Background: an optimization exercise with open tools, aiming at small area. Do not read the settings as production practice.
Function was checked by simulation only, so behaviour that the tests miss may differ from the original.

== job 101 ==
// ioTest
module ioTest (input  M_CLOCK,         
               input  rst,             
               input  [3:0] IO_PB,     
               input  [7:0] IO_DSW,    
               output [3:0] F_LED,     
               output [7:0] IO_LED,    
               output [3:0] IO_SSEGD,  
               output [7:0] IO_SSEG,   
               output IO_SSEG_COL);
export LEC_CHECK = 0
export CAP_MARGIN = 20
export CORE_MARGIN = 2
export CORE_UTILIZATION = 40
export CTS_BUF_LIST = sky130_fd_sc_hd__clkbuf_8
export SLEW_MARGIN = 20
create_clock -name core_clock -period 10.0 [get_ports {M_CLOCK}]
standard.sh (not shown) runs the stock make flow with config.mk's settings and CLKGATE_MAP_FILE= SYNTH_SCRIPT=/design/flow/synth_recipe.tcl, a recipe that flattens the netlist after the stock synthesis.
==> flow/flow/run.sh <==
#!/bin/bash
# Own flow: the standard synthesis; then the logic between its flip-flops is
# re-mapped for area with ABC (flip-flops untouched, sixteen ABC seeds tried, the
# smallest result that yosys proves equivalent to the standard netlist is kept);
# then the standard layout from floorplan to finish, with buf_1 as the port buffer.
# Each tool's output goes to a log file of its own in the work folder.
set -euo pipefail
W=$PWD
PLAT=${FLOW_PLATFORM:-sky130hd}
YOSYS=$FLOW_HOME/../tools/install/yosys/bin/yosys
[[ -x $YOSYS ]] || YOSYS=yosys
LIB=$FLOW_HOME/platforms/$PLAT/lib/sky130_fd_sc_hd__tt_025C_1v80.lib
RES=$W/orfs/results/$PLAT/ioTest/base
LOGS=$W/orfs/logs/$PLAT/ioTest/base

bash standard.sh synth > $W/synth_std.log 2>&1
cp $RES/1_2_yosys.v $W/std_1_2_yosys.v

# the cells the standard synthesis may not use
DONTUSE=$(grep -o -- '-dont_use [A-Za-z0-9_]*' $LOGS/1_2_yosys.log | sort -u | tr '\n' ' ')
SEEDS="0 1 2 3 4 5 6 7 8 9 10 11 12 13 14 15"
for S in $SEEDS; do
  sed -e "s#{SEED}#$S#" flow/area.abc > $W/area_$S.abc
  sed -e "s#{LIB}#$LIB#g" -e "s#{STD}#$W/std_1_2_yosys.v#g" -e "s#{ABC}#$W/area_$S.abc#g" \
      -e "s#{DONTUSE}#$DONTUSE#g" -e "s#{OUT}#$W/resyn_$S.v#g" flow/resyn.ys > $W/resyn_$S.ys
done
# four at a time
for S in $SEEDS; do
  ( $YOSYS -s $W/resyn_$S.ys > $W/resyn_$S.log 2>&1 || true ) &
  if (( S % 4 == 3 )); then wait; fi
done
wait
# candidates, smallest area first
: > $W/resyn_status.txt
for S in $SEEDS; do
  if [[ -f $W/resyn_$S.v.stat ]]; then
    echo "$(grep 'Chip area' $W/resyn_$S.v.stat | awk '{print $NF}') $S" >> $W/resyn_areas.txt
  fi
done
USED=""
if [[ -f $W/resyn_areas.txt ]]; then
  for S in $(sort -g $W/resyn_areas.txt | awk '{print $2}'); do
    sed -e "s#{LIB}#$LIB#g" -e "s#{STD}#$W/std_1_2_yosys.v#g" -e "s#{NEW}#$W/resyn_$S.v#g" \
        flow/equiv.ys > $W/equiv_$S.ys
    if $YOSYS -s $W/equiv_$S.ys > $W/equiv_$S.log 2>&1; then USED=$S; break; fi
  done
fi
if [[ -n $USED ]]; then
  cp $W/resyn_$USED.v $RES/1_2_yosys.v
  touch $RES/1_2_yosys.v
  echo "re-mapped netlist (seed $USED) in use" >> $W/resyn_status.txt
else
  echo "no re-mapped netlist proven equivalent: standard netlist kept" >> $W/resyn_status.txt
fi

bash standard.sh "BUFFER_PORTS_ARGS=-buffer_cell sky130_fd_sc_hd__buf_1" finish > $W/layout.log 2>&1
==> flow/flow/area.abc <==
strash
&get -n
&deepsyn -T 60 -S {SEED}
&put
dch -f
amap -F 4 -A 8
topo
Other scripts of this flow, unchanged in this note and not shown: flow/flow/equiv.ys, flow/flow/resyn.ys
Job 101 was carried through to the last stage, and its layout satisfied the timing, DRC and antenna checks.
Input changes introduced in job 102 (baseline for comparison: job 101):
--- a/flow/flow/run.sh
+++ b/flow/flow/run.sh
@@ -3 +3 @@
-# re-mapped for area with ABC (flip-flops untouched, sixteen ABC seeds tried, the
+# re-mapped for area with ABC (flip-flops untouched, eight ABC seeds tried, the
@@ -21 +21 @@
-SEEDS="0 1 2 3 4 5 6 7 8 9 10 11 12 13 14 15"
+SEEDS="0 1 2 3 4 5 6 7"
==> flow/flow/area.abc <==
strash
&get -n
&deepsyn -T 300 -S {SEED}
&put
dch -f
amap -F 4 -A 8
topo
[summary]
- Job 102 ends up with a pin count of the biggest net entering global routing that is 2 lower than in job 101.
- Area of the mapped netlist: lower on job 102
- Job 102 vs job 101, launch point of the critical path: state[0]$_SDFFE_PP0P_ vs state[2]$_SDFFE_PP0P_
- Higher via total after detailed routing was reported by job 101, not job 102.
diff inputs: job 102 => job 103
==> flow/flow/area.abc <==
strash
&get -n
&deepsyn -T 600 -S {SEED}
&put
dch -f
amap -F 4 -A 8
topo
### Flow results
Job 103: all stages complete, timing, DRC and antenna checks passed. Job 102 reached the end of the flow, and the finished layout is clean on the timing, DRC and antenna checks. Post-route cell area: job 102 vs job 103, no meaningful difference. Compared to job 102, job 103 leaves less free space in the core. [job 103 vs job 102] number of standard cells after synthesis: lower in job 103. Between job 103 and job 102, the share of final layout cell area taken by clock buffers and inverters does not differ in any meaningful way. Of job 102 and job 103, the lower worst setup slack after layout belongs to job 103.

separate check: timing with driven ports:
The flow's constraints put no driver on any port. The routed layouts listed below were extracted and timed again, unchanged, in two steps.
Step 1 assumes that a clkbuf_16 drives the clock port and a buf_2 every other input.
Step 2 also shifts input and output timing later by t, the mid clock arrival at the registers, as if the neighbouring blocks saw the same clock.
a / b / c = no drivers / after step 1 / after step 2; a / b = the first two.
| run | shift t [ns] | setup WS [ns] | slew at the worst register clock pin (ns) |
|---|---|---|---|
| job 101 | 0.335 | 3.883 / 3.883 / 3.883 | 0.10 / 0.10 |
| job 102 | 0.330 | 4.264 / 4.264 / 4.264 | 0.09 / 0.09 |
| job 103 | 0.338 | 4.107 / 4.107 / 4.107 | 0.10 / 0.10 |
After both steps every run listed still meets setup and hold.
